This design comes from an exercise in tuning for small area and a short achievable clock period on the open sky130 flow, not from production work.
Function was checked by simulation only, so behaviour that the tests miss may differ from the original.
No activity file was given, so power comes from the tool's default toggle rates.

===== design/flow/design.v =====
module ALU(
    output [15:0] s,
    input [15:0] a,
    input [15:0] b,
    input inv,
    input cin,
    input ar,
    input la
    );
wire [15:0] bx = b ^ {16{inv}};
wire [15:0] p = a ^ bx;
wire [15:0] g = a & bx;
wire [15:0] g1, p1, g2, p2, g3, p3, g4;
genvar i;
generate for (i = 0; i < 16; i = i + 1) begin : pf
  if (i == 0) begin
    assign g1[i] = g[0] | p[0] & cin; assign p1[i] = 1'b0;
  end else if (i == 1) begin
    assign g1[i] = g[1] | p[1] & g1[0]; assign p1[i] = 1'b0;
  end else if (i % 2 == 1) begin
    assign g1[i] = g[i] | p[i] & g[i-1]; assign p1[i] = p[i] & p[i-1];
  end else begin
    assign g1[i] = g[i]; assign p1[i] = p[i];
  end
  if (i % 4 >= 2) begin
    assign g2[i] = g1[i] | p1[i] & g1[(i/4)*4+1]; assign p2[i] = p1[i] & p1[(i/4)*4+1];
  end else begin
    assign g2[i] = g1[i]; assign p2[i] = p1[i];
  end
  if (i % 8 >= 4) begin
    assign g3[i] = g2[i] | p2[i] & g2[(i/8)*8+3]; assign p3[i] = p2[i] & p2[(i/8)*8+3];
  end else begin
    assign g3[i] = g2[i]; assign p3[i] = p2[i];
  end
  if (i >= 8) begin
    assign g4[i] = g3[i] | p3[i] & g3[7];
  end else begin
    assign g4[i] = g3[i];
  end
end endgenerate
wire [15:0] c = {g4[14:0], cin};   
assign s = la ? g : p ^ (c & {16{ar}});
endmodule
module c_aoi222(output y, input a1, a2, b1, b2, c1, c2);
assign y = ~(a1 & a2 | b1 & b2 | c1 & c2);
endmodule
module c_aoi22(output y, input a1, a2, b1, b2);
assign y = ~(a1 & a2 | b1 & b2);
endmodule
module c_nand3(output y, input a, b, c);
assign y = ~(a & b & c);
endmodule
module c_nand4(output y, input a, b, c, d);
assign y = ~(a & b & c & d);
endmodule
module c_a21o(output y, input a1, a2, b1);
assign y = a1 & a2 | b1;
endmodule
module c_a22o(output y, input a1, a2, b1, b2);
assign y = a1 & a2 | b1 & b2;
endmodule
module regnext(
    output [15:0] d,
    input ld,
    input hd,
    input [15:0] n,
    input [15:0] q
    );
genvar i;
generate for (i = 0; i < 16; i = i + 1) begin : sl
  c_a22o u(d[i], ld, n[i], hd, q[i]);
end endgenerate
endmodule
module aomux8(
    output y,
    input [7:0] s,
    input [7:0] r
    );
assign y = ~(~(s[0] & r[0] | s[1] & r[1]) & ~(s[2] & r[2] | s[3] & r[3]) &
             ~(s[4] & r[4] | s[5] & r[5]) & ~(s[6] & r[6] | s[7] & r[7]));
endmodule
module regmux8(
    output [15:0] q,
    input [7:0] sel,
    input [15:0] r0, r1, r2, r3, r4, r5, r6, r7
    );
genvar i;
generate for (i = 0; i < 16; i = i + 1) begin : sl
  aomux8 u(q[i], sel, {r7[i], r6[i], r5[i], r4[i], r3[i], r2[i], r1[i], r0[i]});
end endgenerate
endmodule
module bmux(
    output [15:0] q,
    input [7:0] sel,
    input [15:0] r0, r1, r2, r3, r4, r5, r6, r7,
    input [15:0] k,
    input [15:0] x,
    input two_n
    );
wire [15:0] t0, t1, t2;
genvar i;
generate for (i = 0; i < 16; i = i + 1) begin : sl
  c_aoi222 u0(t0[i], sel[0], r0[i], sel[1], r1[i], sel[2], r2[i]);
  c_aoi222 u1(t1[i], sel[3], r3[i], sel[4], r4[i], sel[5], r5[i]);
  c_aoi222 u2(t2[i], sel[6], r6[i], sel[7], r7[i], k[i], x[i]);
  if (i == 1) begin : two
    c_nand4 u3(q[i], t0[i], t1[i], t2[i], two_n);
  end else begin : one
    c_nand3 u3(q[i], t0[i], t1[i], t2[i]);
  end
end endgenerate
endmodule
module c_inv(output y, input a);
assign y = ~a;
endmodule
module c_nand2(output y, input a, b);
assign y = ~(a & b);
endmodule
module c_nor2(output y, input a, b);
assign y = ~(a | b);
endmodule
module c_aoi22n(output y, input a1, a2, b1, b2, c1, c2, d1, d2);
assign y = ~(~(a1 & a2 | b1 & b2) & ~(c1 & c2 | d1 & d2));
endmodule
module c_a211o(output y, input a1, a2, b1, c1);
assign y = a1 & a2 | b1 | c1;
endmodule
module dbgmux(
    output [15:0] q,
    input [3:0] s,
    input [15:0] r0, r1, r2, r3, r4, r5, r6, r7, ir
    );
wire [3:0] sn;
c_inv i0_(sn[0], s[0]);
c_inv i1_(sn[1], s[1]);
c_inv i2_(sn[2], s[2]);
c_inv i3_(sn[3], s[3]);
wire [3:0] lo_n;   
wire [2:0] hi_n;   
c_nand2 l0_(lo_n[0], sn[1], sn[0]);
c_nand2 l1_(lo_n[1], sn[1], s[0]);
c_nand2 l2_(lo_n[2], s[1], sn[0]);
c_nand2 l3_(lo_n[3], s[1], s[0]);
c_nand2 h0_(hi_n[0], sn[3], sn[2]);
c_nand2 h1_(hi_n[1], sn[3], s[2]);
c_nand2 h2_(hi_n[2], s[3], sn[2]);
wire [8:0] hl, hh;   
genvar j;
generate for (j = 0; j < 9; j = j + 1) begin : dec
  c_nor2 ul(hl[j], lo_n[j % 4], hi_n[j / 4]);
  c_nor2 uh(hh[j], lo_n[j % 4], hi_n[j / 4]);
end endgenerate
wire [15:0] t;
genvar i;
generate for (i = 0; i < 16; i = i + 1) begin : sl
  wire [8:0] h = i < 8 ? hl : hh;
  wire u, v;
  c_aoi22n u0(u, h[0], r0[i], h[1], r1[i], h[2], r2[i], h[3], r3[i]);
  c_aoi22n u1(v, h[4], r4[i], h[5], r5[i], h[6], r6[i], h[7], r7[i]);
  c_a211o u2(q[i], h[8], ir[i], u, v);
end endgenerate
endmodule
module arm16_core(
    input clk,
    input rst,
    output [15:0] mem_addr,
    input [15:0] mem_rdata,
    input [3:0] dbg_sel,
    output [15:0] dbg,
    output exec
    );
reg ex;
reg [15:0] ir;
reg [15:0] r0, r1, r2, r3, r4, r5, r6, r7;
reg [7:0] asel;             
reg [7:0] bsel;             
reg bk_lo, bk_mid, bk_hi;   
reg inv, cin, ar, la;       
assign exec = ex;
assign mem_addr = r7;
wire [15:0] m = mem_rdata;
wire m_b = m[15:13] == 3'b110;
wire m_alui = m[15:14] == 2'b10;
wire m_a7 = m_b | (m[15:11] == 5'b11100 & m[7:4] == 4'b1111);
wire [2:0] m_asel = m_a7 ? 3'd7 : m[10:8];
wire m_breg = m[15:13] == 3'b111 & m[12:11] != 2'b00;
wire m_bk8 = m[15:14] != 2'b11;
wire m_bk4 = m[15:11] == 5'b11100;
wire [2:0] m_op = m_alui ? m[13:11] : m_b ? 3'd4 : m[6:4];
wire m_anone = m_op == 3'd0 | m_op == 3'd2;   
wire fetch_next = rst | ex;   
always @(posedge clk) begin
  ex <= ~rst & ~ex;
  if (fetch_next) begin
    asel <= 8'h80;            
    bsel <= 8'h00;
    bk_lo <= 1'b0;
    bk_mid <= 1'b0;
    bk_hi <= 1'b0;
    inv <= 1'b0;
    cin <= 1'b0;
    ar <= 1'b1;
    la <= 1'b0;
  end else begin
    asel <= m_anone ? 8'h00 : 8'h01 << m_asel;
    bsel <= m_breg ? 8'h01 << m[2:0] : 8'h00;
    bk_lo <= m_bk8 | m_b | m_bk4;
    bk_mid <= m_bk8 | m_b;
    bk_hi <= m_b;
    inv <= m_op == 3'd2 | m_op == 3'd6 | m_op == 3'd7;
    cin <= m_op == 3'd6;
    ar <= m_op[2];
    la <= m_op == 3'd1;
  end
end
wire [15:0] a;
regmux8 amux_(a, asel, r0, r1, r2, r3, r4, r5, r6, r7);
wire [15:0] b;
bmux bmux_(b, bsel, r0, r1, r2, r3, r4, r5, r6, r7,
  {{8{bk_hi}}, {4{bk_mid}}, {4{bk_lo}}}, {{8{ir[8]}}, ir[7:0]}, ex);
wire [15:0] y;
ALU alu_(y, a, b, inv, cin, ar, la);
wire [2:0] dst = ir[15:14] == 2'b10 ? ir[10:8] : 3'd7;
wire [7:0] wsel = 8'h01 << dst;
wire [7:0] ld = {8{~rst}} & ({8{ex}} & wsel | {~ex, 7'd0});
wire [7:0] hd = {8{~rst}} & ~({8{ex}} & wsel | {~ex, 7'd0});
wire ld_ir = ~rst & ~ex;
wire hd_ir = ~rst & ex;
wire [15:0] d0, d1, d2, d3, d4, d5, d6, d7, d_ir;
regnext n0_(d0, ld[0], hd[0], y, r0);
regnext n1_(d1, ld[1], hd[1], y, r1);
regnext n2_(d2, ld[2], hd[2], y, r2);
regnext n3_(d3, ld[3], hd[3], y, r3);
regnext n4_(d4, ld[4], hd[4], y, r4);
regnext n5_(d5, ld[5], hd[5], y, r5);
regnext n6_(d6, ld[6], hd[6], y, r6);
regnext n7_(d7, ld[7], hd[7], y, r7);
regnext nir_(d_ir, ld_ir, hd_ir, mem_rdata, ir);
always @(posedge clk) begin
  ir <= d_ir;
  r0 <= d0;
  r1 <= d1;
  r2 <= d2;
  r3 <= d3;
  r4 <= d4;
  r5 <= d5;
  r6 <= d6;
  r7 <= d7;
end
dbgmux dbg_(dbg, dbg_sel, r0, r1, r2, r3, r4, r5, r6, r7, ir);
endmodule

===== design/flow/flow/run.sh =====
#!/bin/bash
# Own layout flow: the standard flow (standard synthesis, ORFS steps), with
#  - port buffers of the smallest buffer cell (every port still gets one),
#  - CTS without dummy clock loads.
# Each ORFS step writes its own log under orfs/logs/; make's output goes to make_finish.log.
set -euo pipefail
cd "$(dirname "$0")/.."
export BUFFER_PORTS_ARGS="-buffer_cell sky130_fd_sc_hd__buf_1"
export CTS_ARGS="-sink_clustering_enable -repair_clock_nets -buf_list sky130_fd_sc_hd__clkbuf_8 -dont_use_dummy_load"
bash standard.sh finish > make_finish.log 2>&1

===== design/flow/standard.sh =====
#!/bin/bash
# synth_recipe.tcl (not shown) runs the flow's synth.tcl, then flattens the netlist and writes it again
# the make line also repeats each setting of config.mk as NAME=value (left out here)
make -C /OpenROAD-flow-scripts/flow DESIGN_CONFIG=/design/flow/config.mk WORK_HOME=/design/flow/orfs CLKGATE_MAP_FILE= SYNTH_SCRIPT=/design/flow/synth_recipe.tcl "${@:-finish}"

===== design/flow/config.mk =====
export PLATFORM = sky130hd
export DESIGN_NAME = arm16_core
export DESIGN_NICKNAME = arm16_core
export VERILOG_FILES = /design/flow/design.v
export SDC_FILE = /design/flow/constraint.sdc
export NUM_CORES = 4
export LEC_CHECK = 0
export CAP_MARGIN = 20
export CORE_MARGIN = 2
export CORE_UTILIZATION = 55
export CTS_BUF_LIST = sky130_fd_sc_hd__clkbuf_8
export SETUP_SLACK_MARGIN = 4.2
export SLEW_MARGIN = 20
export SYNTH_HIERARCHICAL = 1

===== design/flow/constraint.sdc =====
create_clock -name core_clock -period 8.5 [get_ports {clk}]
set_input_delay 1.7000 -clock core_clock [delete_from_list [all_inputs] [get_ports {clk}]]
set_output_delay 1.7000 -clock core_clock [all_outputs]
set_load 0.01 [all_outputs]

==> results of run 1 <==
[placed cells by master, fill, tap and decap left out, types with 20 or more instances in the layout]
cell / synthesis / routed
a22o_1: 146 / 146
nor2_4: 0 / 21
buf_4: 0 / 21
dfxtp_1: 168 / 163
xor2_1: 23 / 23
a222oi_1: 48 / 48
buf_1: 1 / 35
nor2_1: 43 / 20
a22oi_2: 0 / 31
a22oi_1: 130 / 99
nand2_1: 68 / 62
[flip-flops by register name (all words and copies together) (netlist names)]
register  cells
r7           16
asel          8
inv           1
r4           16
bk_lo         1
ir           16
bk_hi         1
r3           16
cin           1
bsel          8
r6           16
ar            1
r5           16
ex            1
la            1
bk_mid        1
r1           16
r0           16
r2           16
[where the power goes]
group | switching, mW | internal, mW | total (mW)
clock | 0.260 | 0.177 | 0.437
sequential | 0.0419 | 0.806 | 0.848
combinational | 0.163 | 0.0847 | 0.248
[how the worst max path moves through the flow]
stage          cells after the start      end  slack (ns)
2_1_floorplan                      6   dbg[0]        4.22
3_3_place_gp                       8  dbg[12]        3.43
3_5_place_dp                       8  dbg[12]        3.32
4_1_cts                            9  dbg[12]        3.95
5_1_grt                           10  dbg[12]        3.87
6_report                          10  dbg[12]        3.87
[per-module statistics from Yosys, one instance, submodules excluded, a selection]
module | cell area [um^2] | flip-flops and latches
arm16_core | 3920 | 168
ALU | 991 | 0
aomux8 | 36.3 | 0
c_aoi22n | 18.8 | 0
c_aoi222 | 10.0 | 0
c_a211o | 8.76 | 0
c_a22o | 8.76 | 0
c_nand4 | 6.26 | 0
c_nand3 | 5.00 | 0
c_inv | 3.75 | 0
c_nand2 | 3.75 | 0
c_nor2 | 3.75 | 0
[cell type report]
class | instances | area [um^2]
multi-input combinational | 634 | 5140
fill | 1171 | 4790
sequential | 168 | 3370
timing repair buffer | 89 | 706
clock buffer | 17 | 234
tap | 184 | 230
inverter | 11 | 67.6
[per-layer routing]
| metal | track usage [%] | share of wire (%) | up-vias |
|---|---|---|---|
| li1 | - | - | 3652 |
| met1 | 56.8 | 37 | 4192 |
| met2 | 57.8 | 40 | 865 |
| met3 | 16.6 | 17 | 222 |
| met4 | 21.6 | 6.2 | 0 |
| met5 | 0 | 0 | - |
[cells by family after synthesis]
group / share of synthesized area (%)
AOI/OAI and AO/OA: 40.9
and+or+nand+nor: 10.9
DFF: 41.2
xor gates and xnor gates: 3.33
buffers and inverters: 1.23
adders and majority gates: 2.45
[repair_timing]
item / in CTS / in global routing
endpoints found under the setup margin: 16 / 79
buffers inserted: 9 / 10
pin swaps: 28 / 29
gates resized for setup: 103 / 50
[critical path: cells and delay by family]
family	cells	cell delay, ns
buffers and inverters	5	0.57
AO/OA/AOI/OAI	2	0.43
AND/OR/NAND/NOR	3	0.23
==> flow_metrics.env, run 1 <==
export IMPL_worstPathMaxFanout=8
export IMPL_dieArea_um2=15800
export IMPL_setup_tns_ns=0
export IMPL_drive_gt1_share_pct=17.0
export IMPL_cts_buffers=17
export IMPL_seq_area_frac_synth_pct=41.2
export IMPL_synthArstFlopShare_pct=0
export IMPL_clock_sinks=168
export IMPL_timing_rr_end="r4[15]"
export IMPL_post_place_ws_ns=3.32
export IMPL_antennaDiodeCount=0
export IMPL_antenna_found_initial=0
export IMPL_rsz0062_at_grt="true"
export IMPL_nets=959
export IMPL_stdcell_area_um2=9750
export IMPL_syn_num_nets=864
export IMPL_status="finished clean"
export IMPL_clk_pin_slew_ns=0.06
export IMPL_syn_area_per_cell_um2=9.88
export IMPL_wl_per_cell_um=31.6
export IMPL_final_cells=1103
export IMPL_initial_core_util_pct=56.2
export IMPL_yosys_register_bits=168
export IMPL_num_vias=8931
export IMPL_yosysWarnings=7
export IMPL_r2r_start="bsel[2]"
export IMPL_ys_types=56
export IMPL_dp_cells=1067
export IMPL_synth_area_um2=8160
export IMPL_grt_overflow_total=0
export IMPL_postCtsHoldBufs=0
export IMPL_gp_congestion=0.923
export IMPL_grtUsageTotal_pct=42.0
export IMPL_synth_top_cell_area_share_pct=41.2
export IMPL_firstDrtPassIters=12
export IMPL_routed_wl_um=34800
export IMPL_insertion_delay_ns=0.48
export IMPL_grt_pass1_wl_um=50300
export IMPL_die_height_um=126
export IMPL_finClkSkew_ns=0.0393
export IMPL_final_antenna_net_count=0
export IMPL_synthCells=826
export IMPL_hp_start="ir[14]"
export IMPL_synth_edf_count=0
export IMPL_row_count=44
export IMPL_viasPerCell=8.10
export IMPL_synthTopCellsByArea="dfxtp_1 (41%), a22o_1 (16%), a22oi_1 (12%)"
export IMPL_max_stage_delay_ns=0.27
export IMPL_min_path_cells=1
export IMPL_layout_min_cycle_time_ns=4.63
export IMPL_yosysMostFrequentCell="dfxtp_1"
export IMPL_core_um2=14500
export IMPL_grt_max_degree=35
export IMPL_max_cap_violations=0
export IMPL_hold_viol=0
export IMPL_setup_slack_ns=3.87
export IMPL_crit_type="input pin to output port"
export IMPL_final_util_pct=67.1
export IMPL_rr_worst_depth=11
export IMPL_start_kind="input pin"
export IMPL_holdWs_ns=0.519
export IMPL_dieWidth_um=126
export IMPL_hpwlAfterDp_um=19800
export IMPL_p_per_area_nw_per_um2=157
export IMPL_worst_slew_margin_rel_pct=14.2
export IMPL_endpoint_kind="output port"
export IMPL_synth_area_leader_cell="dfxtp_1"
export IMPL_root_buffer="clkbuf_8"
export IMPL_grt_pass1_vias=8221
export IMPL_setup_violations=0
export IMPL_holdCritPathClass="register to register"
export IMPL_p_leak_nw=3.71
export IMPL_h_tree_depth=4
export IMPL_drc=0
export IMPL_placed_area_um2=8700
export IMPL_max_freq_mhz=216
export IMPL_path_cells="buf_8 -> inv_8 -> nand2_8 -> buf_4 -> nor2_4 -> buf_12 -> a22oi_2 -> nand2_1 -> a211o_1 -> buf_2"
export IMPL_synthToLayoutAreaGrowth_pct=19.4
export IMPL_tightest_slew_ns=1.29
export IMPL_fin_crit_sh_pct=54.5
export IMPL_cts_tree="built"
export IMPL_p_total_mw=1.53
export IMPL_reg2reg_slack_ns=4.33
export IMPL_cp_required_ns=6.80
export IMPL_clk_path_buf_depth=2
export IMPL_drv_slew=0
export IMPL_critPathLaunch="dbg_sel[3]"
export IMPL_synthFlopType="dfxtp_1"
export IMPL_ir_drop_mv=0.141
export IMPL_synth_top_cells_by_count="dfxtp_1 (168), a22o_1 (146), a22oi_1 (130)"
export IMPL_arrival_ns=2.93
export IMPL_drt_first_iter_violations=2157
export IMPL_io_buffers=54
export IMPL_ios=55
export IMPL_whs_endpoint="ir[14]"
export IMPL_slowest_stage="a211o_1"
==> run 2, diff against run 1 <==
--- a/design/flow/flow/run.sh
+++ b/design/flow/flow/run.sh
@@ -7,4 +7,5 @@
 cd "$(dirname "$0")/.."
 export BUFFER_PORTS_ARGS="-buffer_cell sky130_fd_sc_hd__buf_1"
+export SETUP_MOVE_SEQUENCE="sizeup,swap,buffer,clone"
 export CTS_ARGS="-sink_clustering_enable -repair_clock_nets -buf_list sky130_fd_sc_hd__clkbuf_8 -dont_use_dummy_load"
 bash standard.sh finish > make_finish.log 2>&1
--- a/design/flow/config.mk
+++ b/design/flow/config.mk
@@ -10,5 +10,5 @@
 export CORE_UTILIZATION = 55
 export CTS_BUF_LIST = sky130_fd_sc_hd__clkbuf_8
-export SETUP_SLACK_MARGIN = 4.2
+export SETUP_SLACK_MARGIN = 4.1
 export SLEW_MARGIN = 20
 export SYNTH_HIERARCHICAL = 1
==> run 2 against run 1 <==
Global-route usage unchanged. Clock power about the same. Largest cell class unchanged. Flip-flop and latch count unchanged. Highest routed layer unchanged. Critical path type unchanged. Largest power group unchanged. Cell area about the same. Critical path depth unchanged. Register-to-register slack got worse by 0.12 ns.
==> flow_metrics.env, run 2 <==
export IMPL_status="finished clean"
export IMPL_root_buffer="clkbuf_8"
export IMPL_ys_types=56
export IMPL_min_path_cells=1
export IMPL_initial_core_util_pct=56.2
export IMPL_max_cap_violations=0
export IMPL_clk_path_buf_depth=2
export IMPL_setup_violations=0
export IMPL_p_leak_nw=3.71
export IMPL_nets=959
export IMPL_antenna_found_initial=0
export IMPL_final_util_pct=67.0
export IMPL_clock_sinks=168
export IMPL_yosys_register_bits=168
export IMPL_synthToLayoutAreaGrowth_pct=19.4
export IMPL_finClkSkew_ns=0.0386
export IMPL_cts_buffers=17
export IMPL_layout_commonest_cell="dfxtp_1"
export IMPL_cp_required_ns=6.80
export IMPL_num_vias=8970
export IMPL_hpwlAfterDp_um=19800
export IMPL_stdcell_area_um2=9740
export IMPL_wl_met3_um=5950
export IMPL_multi_input_area_um2=5140
export IMPL_routed_wl_um=35000
export IMPL_hold_viol=0
export IMPL_wl_per_cell_um=31.7
export IMPL_core_um2=14500
export IMPL_slowest_stage="a211o_1"
export IMPL_gp_congestion=0.923
export IMPL_yosysMostFrequentCell="dfxtp_1"
export IMPL_wl_met1_um=12900
export IMPL_regArea_um2=3370
export IMPL_synthCells=826
export IMPL_synthFlopType="dfxtp_1"
export IMPL_row_count=44
export IMPL_worst_path_buf_inv=5
export IMPL_worst_slew_margin_rel_pct=10.9
export IMPL_cts_tree="built"
export IMPL_final_antenna_net_count=0
export IMPL_insertion_delay_ns=0.48
export IMPL_dieArea_um2=15800
export IMPL_timing_rr_end="r2[9]"
export IMPL_synthTopCellsByArea="dfxtp_1 (41%), a22o_1 (16%), a22oi_1 (12%)"
export IMPL_grt_overflow_total=0
export IMPL_die_height_um=126
export IMPL_synth_edf_count=0
export IMPL_clk_pin_slew_ns=0.06
export IMPL_fillers=1172
export IMPL_wl_met2_um=14100
export IMPL_tightest_slew_ns=1.34
export IMPL_ios=55
export IMPL_max_stage_delay_ns=0.28
export IMPL_endpoint_kind="output port"
export IMPL_h_tree_depth=4
export IMPL_synth_area_um2=8160
export IMPL_io_buffers=54
export IMPL_rr_worst_depth=11
export IMPL_grt_max_degree=35
export IMPL_yosysWarnings=7
export IMPL_arrival_ns=2.94
export IMPL_hp_start="ir[14]"
export IMPL_synth_top_cells_by_count="dfxtp_1 (168), a22o_1 (146), a22oi_1 (130)"
export IMPL_synth_top_cell_area_share_pct=41.2
export IMPL_setup_tns_ns=0
export IMPL_worstSetupPathDepth=10
export IMPL_max_freq_mhz=216
export IMPL_drt_first_iter_violations=2080
export IMPL_reg2reg_slack_ns=4.21
export IMPL_path_cells="buf_8 -> inv_8 -> nand2_8 -> buf_4 -> nor2_4 -> buf_12 -> a22oi_2 -> nand2_1 -> a211o_1 -> buf_2"
export IMPL_grt_pass1_vias=8221
export IMPL_drive_gt1_share_pct=16.8
export IMPL_syn_area_per_cell_um2=9.88
export IMPL_final_cell_mix="dfxtp_1 (164), a22o_1 (146), a22oi_1 (99)"
export IMPL_seq_area_frac_synth_pct=41.2
export IMPL_crit_type="input pin to output port"
export IMPL_r2r_start="bsel[0]"
export IMPL_holdCritPathClass="register to register"
export IMPL_fin_crit_sh_pct=54.6
export IMPL_grt_pass1_wl_um=50300
export IMPL_drv_slew=0
export IMPL_dieWidth_um=126
export IMPL_ir_drop_mv=0.142
export IMPL_synthArstFlopShare_pct=0
export IMPL_layout_min_cycle_time_ns=4.64
export IMPL_placed_area_um2=8700
export IMPL_p_per_area_nw_per_um2=157
export IMPL_crit_family="buffers and inverters"
export IMPL_synth_area_leader_cell="dfxtp_1"
export IMPL_rsz0062_at_grt="true"
export IMPL_top_layer="met4"
export IMPL_start_kind="input pin"
export IMPL_whs_endpoint="ir[14]"
export IMPL_grtUsageTotal_pct=42.0
export IMPL_drc=0
export IMPL_syn_num_nets=864
export IMPL_firstDrtPassIters=14
export IMPL_viasPerCell=8.13
export IMPL_worstPathMaxFanout=8
-- run 2: report_power, final --
group | total [mW] | switching (mW) | internal [mW]
sequential | 0.848 | 0.0420 | 0.806
clock | 0.435 | 0.258 | 0.177
combinational | 0.248 | 0.164 | 0.0842
total | 1.53 | 0.464 | 1.07
-- run 2: logic make-up (layout without fill, tap and decap cells) --
| group | count (synthesis) | after routing | synth area share, % |
|---|---|---|---|
| xor gates and xnor gates | 31 | 31 | 3.33 |
| AOI/OAI and AO/OA | 401 | 401 | 40.9 |
| buffers and inverters | 24 | 117 | 1.23 |
| and+or+nand+nor | 186 | 186 | 10.9 |
| DFF | 168 | 168 | 41.2 |
| other | 0 | 1 | 0 |
| adders and majority gates | 16 | 16 | 2.45 |
-- run 2: routing by layer --
metal	track usage, %	vias to the layer above
li1	-	3652
met1	56.8	4207
met5	0	-
met4	21.6	0
met3	16.6	233
met2	57.8	878
-- run 2: timing repair --
item | CTS | global route
setup endpoints to repair | 16 | 54
endpoints found under the hold margin | 0 | 0
gates cloned | 0 | 0
buffers inserted | 9 | 10
hold buffers | 0 | 0
pin swaps | 28 | 29
gates resized for setup | 103 | 43
-- run 2: final cells by class --
cell class / instances / share of cell area [%]
multi-input combinational: 634 / 52.7
sequential: 168 / 34.6
timing repair buffer: 89 / 7.24
clock buffer: 17 / 2.40
tap: 184 / 2.36
inverter: 11 / 0.693
antenna: 1 / 0.0257
-- run 2: modules after synthesis (local to each module, per instance), excerpt --
module | area (um^2) | flops+latches | cells inside
ALU | 991 | 0 | 141
c_aoi22n | 18.8 | 0 | 3
c_a22o | 8.76 | 0 | 1
aomux8 | 36.3 | 0 | 5
c_nand4 | 6.26 | 0 | 1
c_nand3 | 5.00 | 0 | 1
-- run 2: how the worst max path moves through the flow --
stage | endpoint | from
6_report | dbg[12] | dbg_sel[3]
5_1_grt | dbg[12] | dbg_sel[3]
4_1_cts | dbg[12] | dbg_sel[0]
3_5_place_dp | dbg[12] | dbg_sel[3]
3_3_place_gp | dbg[12] | dbg_sel[2]
2_1_floorplan | dbg[0] | dbg_sel[3]
-- run 2: through the flow --
step | setup slack, ns | power, mW | cells | hold slack, ns
3_5_place_dp | 3.32 | 1.07 | 1067 | 0.505
3_3_place_gp | 3.43 | 1.06 | 1067 | 0.488
5_1_grt | 3.88 | 1.57 | 1103 | 0.542
4_1_cts | 3.95 | 1.50 | 1093 | 0.523
2_1_floorplan | 4.22 | 0.983 | 826 | 0.441
6_report | 3.86 | 1.53 | 1104 | 0.518
==> run 3, diff against run 2 <==
--- a/design/flow/flow/run.sh
+++ b/design/flow/flow/run.sh
@@ -7,5 +7,4 @@
 cd "$(dirname "$0")/.."
 export BUFFER_PORTS_ARGS="-buffer_cell sky130_fd_sc_hd__buf_1"
-export SETUP_MOVE_SEQUENCE="sizeup,swap,buffer,clone"
 export CTS_ARGS="-sink_clustering_enable -repair_clock_nets -buf_list sky130_fd_sc_hd__clkbuf_8 -dont_use_dummy_load"
 bash standard.sh finish > make_finish.log 2>&1
--- a/design/flow/config.mk
+++ b/design/flow/config.mk
@@ -10,5 +10,5 @@
 export CORE_UTILIZATION = 55
 export CTS_BUF_LIST = sky130_fd_sc_hd__clkbuf_8
-export SETUP_SLACK_MARGIN = 4.1
+export SETUP_SLACK_MARGIN = 3.9
 export SLEW_MARGIN = 20
 export SYNTH_HIERARCHICAL = 1
==> run 3 against run 2 <==
Sequential share of layout area grew 1.4 points. Worst setup slack improved by 0.0089 ns. Critical path depth fell by 1. Combinational power down 6%. Core utilization decreased by 2.6 points. Worst hold slack improved by 0.0046 ns. Clock skew is 0.0028 ns lower. Non-clock buffer count fell by 11. First-iteration DRC count fell by 1.6%.
==> flow_metrics.env, run 3 <==
export IMPL_arrival_ns=2.93
export IMPL_grt_pass1_wl_um=49700
export IMPL_worst_path_buf_inv=4
export IMPL_fillers=1218
export IMPL_max_cap_violations=0
export IMPL_die_height_um=126
export IMPL_num_vias=8806
export IMPL_antenna_found_initial=0
export IMPL_layout_commonest_cell="dfxtp_1"
export IMPL_min_path_cells=1
export IMPL_dieWidth_um=126
export IMPL_post_place_ws_ns=3.32
export IMPL_synth_area_leader_cell="dfxtp_1"
export IMPL_synthArstFlopShare_pct=0
export IMPL_routed_wl_um=34000
export IMPL_synthCells=826
export IMPL_rr_worst_depth=11
export IMPL_worstPathMaxFanout=8
export IMPL_status="finished clean"
export IMPL_synth_edf_count=0
export IMPL_final_util_pct=64.4
export IMPL_ios=55
export IMPL_yosys_register_bits=168
export IMPL_drt_first_iter_violations=2047
export IMPL_endpoint_kind="output port"
export IMPL_drv_slew=0
export IMPL_yosysMostFrequentCell="dfxtp_1"
export IMPL_p_total_mw=1.52
export IMPL_hp_start="ir[14]"
export IMPL_fin_crit_sh_pct=54.5
export IMPL_final_antenna_net_count=0
export IMPL_r2r_start="bsel[5]"
export IMPL_rsz0062_at_grt="true"
export IMPL_initial_core_util_pct=56.2
export IMPL_drive_gt1_share_pct=11.8
export IMPL_dieArea_um2=15800
export IMPL_max_freq_mhz=216
export IMPL_antennaDiodeCount=0
export IMPL_setup_tns_ns=0
export IMPL_grt_pass1_vias=8144
export IMPL_setup_slack_ns=3.87
export IMPL_start_kind="input pin"
export IMPL_drc=0
export IMPL_p_per_area_nw_per_um2=162
export IMPL_slowest_stage="a211o_1"
export IMPL_crit_type="input pin to output port"
export IMPL_row_count=44
export IMPL_final_cells=1092
export IMPL_timing_rr_end="r0[7]"
export IMPL_synthTopCellsByArea="dfxtp_1 (41%), a22o_1 (16%), a22oi_1 (12%)"
export IMPL_syn_num_nets=864
export IMPL_gp_congestion=0.923
export IMPL_wl_per_cell_um=31.1
export IMPL_tightest_slew_ns=1.28
export IMPL_crit_family="compound AO/OA/AOI/OAI gates"
export IMPL_seq_area_frac_synth_pct=41.2
export IMPL_h_tree_depth=4
export IMPL_final_cell_mix="dfxtp_1 (165), a22o_1 (146), a22oi_1 (125)"
export IMPL_finClkSkew_ns=0.0357
export IMPL_synth_top_cells_by_count="dfxtp_1 (168), a22o_1 (146), a22oi_1 (130)"
export IMPL_hold_viol=0
export IMPL_syn_area_per_cell_um2=9.88
export IMPL_dp_cells=1067
export IMPL_setup_violations=0
export IMPL_worst_slew_margin_rel_pct=14.6
export IMPL_hpwlAfterDp_um=19800
export IMPL_grt_overflow_total=0
export IMPL_p_leak_nw=3.58
export IMPL_synthToLayoutAreaGrowth_pct=14.8
export IMPL_synthFlopType="dfxtp_1"
export IMPL_cts_tree="built"
export IMPL_io_buffers=54
export IMPL_cts_buffers=17
export IMPL_max_stage_delay_ns=0.32
export IMPL_grt_max_degree=35
export IMPL_viasPerCell=8.06
export IMPL_core_um2=14500
export IMPL_ir_drop_mv=0.143
export IMPL_clk_path_buf_depth=2
export IMPL_synth_top_cell_area_share_pct=41.2
export IMPL_clock_sinks=168
export IMPL_synth_area_um2=8160
export IMPL_firstDrtPassIters=10
export IMPL_cp_required_ns=6.80
export IMPL_layout_min_cycle_time_ns=4.63
export IMPL_nets=948
export IMPL_insertion_delay_ns=0.47
export IMPL_postCtsHoldBufs=0
export IMPL_yosysWarnings=7
export IMPL_clk_pin_slew_ns=0.06
export IMPL_reg2reg_slack_ns=4.06
export IMPL_ys_types=56
export IMPL_root_buffer="clkbuf_8"
export IMPL_path_cells="buf_6 -> inv_6 -> nand2_8 -> nor2_4 -> buf_12 -> a22oi_2 -> nand2_1 -> a211o_1 -> buf_2"
export IMPL_whs_endpoint="ir[14]"
export IMPL_grtUsageTotal_pct=41.6
export IMPL_holdCritPathClass="register to register"
run 3: per-module statistics from Yosys (local to each module, per instance), excerpt:
module      copies in the design  flip-flops and latches  cells
aomux8                        16                       0      5
c_aoi22n                      32                       0      3
arm16_core                     1                     168    256
ALU                            1                       0    141
c_nor2                        18                       0      1
c_nand2                        7                       0      1
c_nand4                        1                       0      1
c_inv                          4                       0      1
c_aoi222                      48                       0      1
c_nand3                       15                       0      1
c_a211o                       16                       0      1
c_a22o                       144                       0      1
run 3: where the power goes:
group          leakage [nW]  internal (mW)  total (mW)  switching (mW)
clock                 0.122          0.177       0.435           0.258
sequential             1.36          0.806       0.848          0.0417
combinational          2.09         0.0758       0.233           0.157
total                  3.58           1.06        1.52           0.457
run 3: cell type report:
| class | instances | area (um^2) | area share (%) |
|---|---|---|---|
| Multi-Input combinational cell | 634 | 4980 | 53.2 |
| Sequential cell | 168 | 3370 | 35.9 |
| Timing Repair Buffer | 78 | 492 | 5.25 |
| Clock buffer | 17 | 234 | 2.50 |
| Tap cell | 184 | 230 | 2.46 |
| Inverter | 11 | 60.1 | 0.641 |
run 3: stage by stage:
stage	instance area (um^2)	hold WS [ns]
after floorplan	8160	0.441
after global placement	8700	0.488
after detailed placement	8700	0.505
after CTS	9270	0.523
after global routing	9370	0.542
final	9370	0.522
run 3: worst max-delay path by stage:
| stage | start | endpoint | cells after the start |
|---|---|---|---|
| 2_1_floorplan | dbg_sel[3] | dbg[0] | 6 |
| 3_3_place_gp | dbg_sel[2] | dbg[12] | 8 |
| 3_5_place_dp | dbg_sel[3] | dbg[12] | 8 |
| 4_1_cts | dbg_sel[0] | dbg[3] | 9 |
| 5_1_grt | dbg_sel[3] | dbg[12] | 9 |
| 6_report | dbg_sel[3] | dbg[12] | 9 |
run 3: logic make-up (layout without fill, tap and decap cells):
kind of cell               Yosys count  count (layout)  share of synthesized area [%]
AOI/OAI and AO/OA                  401             401                           40.9
buffers and inverters               24             106                           1.23
adders and majority gates           16              16                           2.45
xor gates and xnor gates            31              31                           3.33
DFF                                168             168                           41.2
and+or+nand+nor                    186             186                           10.9
run 3: per-layer routing:
| metal | part of all wire, % | up-vias | track usage, % |
|---|---|---|---|
| met5 | 0 | - | 0 |
| met4 | 5.9 | 0 | 20.7 |
| met3 | 17 | 190 | 16.7 |
| met2 | 40 | 886 | 57.0 |
| met1 | 37 | 4101 | 56.6 |
| li1 | - | 3629 | - |
run 3: worst register-to-register path: stages, from the launching register on:
cell,delay (ns)
dfxtp_1,1.09
a222oi_1,0.24
nand3_1,0.16
xor2_1,0.15
ha_1,0.28
a211oi_1,0.45
nor3_1,0.17
a221oi_1,0.52
o22ai_1,0.20
xnor2_1,0.16
o21ai_0,0.68
a22o_1,0.27
run 3: what timing repair did:
item | 4_1_cts | 5_1_grt
buffers inserted | 7 | 0
endpoints found under the setup margin | 16 | 31
resized for setup | 69 | 24
pin swaps | 10 | 15
==> run 4, diff against run 3 <==
--- a/design/flow/config.mk
+++ b/design/flow/config.mk
@@ -8,5 +8,5 @@
 export CAP_MARGIN = 20
 export CORE_MARGIN = 2
-export CORE_UTILIZATION = 55
+export CORE_UTILIZATION = 65
 export CTS_BUF_LIST = sky130_fd_sc_hd__clkbuf_8
 export SETUP_SLACK_MARGIN = 3.9
==> run 4 against run 3 <==
Global-route usage is 7.7 points higher. Maximum frequency is 0.73% higher. Critical path depth is 1 lower. Non-clock buffer count is 2 higher. Synthesized cell count stayed put. Worst hold slack better by 0.016 ns. Die area is 15% lower. Synthesized area stayed put. Clock-buffer cell count stayed put. Critical endpoint is now dbg[1]. Largest cell class unchanged.
==> flow_metrics.env, run 4 <==
export IMPL_syn_area_per_cell_um2=9.88
export IMPL_viasPerCell=8.51
export IMPL_clk_path_buf_depth=2
export IMPL_synthToLayoutAreaGrowth_pct=15.9
export IMPL_dieWidth_um=116
export IMPL_syn_num_nets=864
export IMPL_ys_types=56
export IMPL_yosysWarnings=7
export IMPL_setup_violations=0
export IMPL_ir_drop_mv=0.145
export IMPL_cts_buffers=17
export IMPL_synthArstFlopShare_pct=0
export IMPL_hold_viol=0
export IMPL_core_um2=12100
export IMPL_p_switching_mw=0.469
export IMPL_synth_edf_count=0
export IMPL_clock_sinks=168
export IMPL_p_per_area_nw_per_um2=162
export IMPL_antennaDiodeCount=0
export IMPL_status="finished clean"
export IMPL_p_sw_share_pct=30.7
export IMPL_fillers=823
export IMPL_synth_top_cells_by_count="dfxtp_1 (168), a22o_1 (146), a22oi_1 (130)"
export IMPL_max_stage_delay_ns=0.36
export IMPL_ios=55
export IMPL_synthFlopType="dfxtp_1"
export IMPL_clk_pin_slew_ns=0.06
export IMPL_path_cells="buf_6 -> inv_6 -> nand2_8 -> nor2_4 -> a22oi_1 -> nand2_1 -> a211o_1 -> buf_1"
export IMPL_seq_area_frac_synth_pct=41.2
export IMPL_gp_congestion=0.974
export IMPL_grt_overflow_total=0
export IMPL_synth_area_leader_cell="dfxtp_1"
export IMPL_initial_core_util_pct=67.4
export IMPL_hpwlAfterDp_um=19300
export IMPL_antenna_found_initial=0
export IMPL_nets=950
export IMPL_die_height_um=116
export IMPL_root_buffer="clkbuf_8"
export IMPL_synth_compound_gate_area_share_pct=40.9
export IMPL_worstPathMaxFanout=8
export IMPL_io_buffers=54
export IMPL_insertion_delay_ns=0.50
export IMPL_internal_power_mw=1.06
export IMPL_final_cell_mix="dfxtp_1 (163), a22o_1 (146), a22oi_1 (114)"
export IMPL_drive_gt1_share_pct=13.4
export IMPL_synthXorXnorAreaFrac_pct=3.33
export IMPL_dieArea_um2=13500
export IMPL_yosys_area_share_simple_pct=10.9
export IMPL_arrival_ns=2.90
export IMPL_yosysMostFrequentCell="dfxtp_1"
export IMPL_routed_wl_um=34400
export IMPL_setup_tns_ns=0
export IMPL_yosys_register_bits=168
export IMPL_grt_max_degree=35
export IMPL_pwr_share_comb_pct=15.9
export IMPL_rsz0062_at_grt="true"
export IMPL_power_frac_seq_pct=55.5
export IMPL_grtUsageTotal_pct=49.3
export IMPL_endpoint_kind="output port"
export IMPL_p_clk_share_pct=28.6
export IMPL_start_kind="input pin"
export IMPL_layout_commonest_cell="dfxtp_1"
export IMPL_grt_pass1_vias=8596
export IMPL_drv_slew=0
export IMPL_h_tree_depth=4
export IMPL_num_vias=9177
export IMPL_synthAdderAreaFrac_pct=2.45
export IMPL_drt_first_iter_violations=2296
export IMPL_synth_top_family_by_area="compound AO/OA/AOI/OAI gates"
export IMPL_synthCells=826
export IMPL_max_cap_violations=0
export IMPL_wl_per_cell_um=31.9
export IMPL_max_freq_mhz=218
export IMPL_cp_required_ns=6.80
export IMPL_row_count=40
export IMPL_synthTopCellsByArea="dfxtp_1 (41%), a22o_1 (16%), a22oi_1 (12%)"
export IMPL_holdCritPathClass="register to register"
export IMPL_finClkSkew_ns=0.0361
export IMPL_holdWs_ns=0.539
export IMPL_cts_tree="built"
export IMPL_crit_type="input pin to output port"
export IMPL_p_leak_nw=3.60
export IMPL_worst_slew_margin_rel_pct=15.4
export IMPL_grt_pass1_wl_um=49200
export IMPL_drc=0
export IMPL_slowest_stage="nor2_4"
export IMPL_tightest_slew_ns=1.27
export IMPL_final_antenna_net_count=0
export IMPL_firstDrtPassIters=14
export IMPL_layout_min_cycle_time_ns=4.60
export IMPL_muxShareOfSynthArea_pct=0
export IMPL_synth_area_um2=8160
export IMPL_fin_crit_sh_pct=54.1
export IMPL_synth_top_cell_area_share_pct=41.2
## run 4: cell counts after synthesis
No cell type changed its count.
## run 4: path summary, 6_finish.rpt
check,startpoint,endpoint,slack [ns],cells past startpoint
max,dbg_sel[3],dbg[1],3.90,8
min,r2[4],r2[4],0.54,1
max reg2reg,bsel[6],r4[6],3.92,11
min reg2reg,r2[4],r2[4],0.54,1
## run 4: cell families (layout without fill, tap and decap cells)
kind of cell,Yosys count,in the layout
AO/OA/AOI/OAI,401,401
XOR/XNOR,31,31
adder cells (fa/ha/maj),16,16
buffers and inverters,24,108
flip-flops,168,168
AND/OR/NAND/NOR,186,186
## run 4: worst max-delay path: cells and delay by family
| family | cells | cell delay [ns] |
|---|---|---|
| compound gates | 2 | 0.27 |
| buf+inv | 3 | 0.33 |
| simple gates | 3 | 0.58 |
## run 4: power by group through the flow
stage | combinational, mW | sequential (mW) | clock, mW
6_report | 0.243 | 0.848 | 0.437
5_1_grt | 0.250 | 0.848 | 0.459
4_1_cts | 0.218 | 0.843 | 0.425
3_5_place_dp | 0.205 | 0.861 | 0
3_3_place_gp | 0.199 | 0.860 | 0
2_1_floorplan | 0.135 | 0.848 | 0
## run 4: modules after synthesis, one instance, submodules excluded, excerpt
module,times used,area [um^2],cells inside,flip-flops and latches
arm16_core,1,3920,256,168
ALU,1,991,141,0
c_nand3,15,5.00,1,0
aomux8,16,36.3,5,0
c_inv,4,3.75,1,0
c_nand4,1,6.26,1,0
c_aoi22n,32,18.8,3,0
c_a211o,16,8.76,1,0
c_nand2,7,3.75,1,0
c_aoi222,48,10.0,1,0
c_nor2,18,3.75,1,0
## run 4: cell type report
type | count | area (um^2) | area share, %
clock buffers | 17 | 234 | 2.47
inverters | 11 | 55.1 | 0.582
multi-input cells | 634 | 5050 | 53.4
flip-flops and latches | 168 | 3370 | 35.6
well taps | 168 | 210 | 2.22
repair buffers | 80 | 546 | 5.76
## run 4: through the flow
stage / worst slack [ns] / total power [mW] / std cells / util [%] / cell area [um^2]
floorplan: 4.22 / 0.983 / 826 / - / 8160
global placement: 3.45 / 1.06 / 1047 / 71.5 / 8660
detailed placement: 3.41 / 1.07 / 1047 / 71.5 / 8660
CTS: 3.90 / 1.49 / 1065 / 75.5 / 9150
global route: 3.86 / 1.56 / 1078 / 78.1 / 9460
finish: 3.90 / 1.53 / 1078 / 78.1 / 9460
## run 4: what timing repair did
action                     in CTS  in global routing
hold buffers                    0                  0
buffers inserted                1                 10
gates resized for setup        66                 40
pin swaps                      11                 19
setup endpoints to repair      16                 32
gates cloned                    0                  0
## run 4: routing by layer
layer  global-route usage, %  up-vias  wire [um]
met1                    62.6     4135      11600
met5                    1.85        -          0
met4                    27.1        0       3050
met2                    67.4     1063      13300
met3                    25.1      348       6380
li1                        -     3631          -

## what the ideal ports hide
The flow's constraints put no driver on any port. The routed layouts listed below were extracted and timed again, unchanged, in two steps. Step 1, drivers: a clkbuf_16 drives clk and a buf_2 each remaining input, both assumed. Step 2 also shifts input and output timing later by t, the mid clock arrival at the registers, as if the neighbouring blocks saw the same clock. a / b / c = no drivers / after step 1 / after step 2; a / b = the first two.
| run | t (ns) | setup WS [ns] | clock arrival spread, ns |
|---|---|---|---|
| run 1 | 0.498 | 3.866 / 3.816 / 3.816 | 0.040 / 0.040 |
| run 2 | 0.498 | 3.862 / 3.812 / 3.812 | 0.039 / 0.038 |
| run 3 | 0.498 | 3.871 / 3.827 / 3.827 | 0.035 / 0.036 |
| run 4 | 0.516 | 3.905 / 3.862 / 3.862 | 0.037 / 0.036 |
After both steps setup and hold are still met in every run listed.
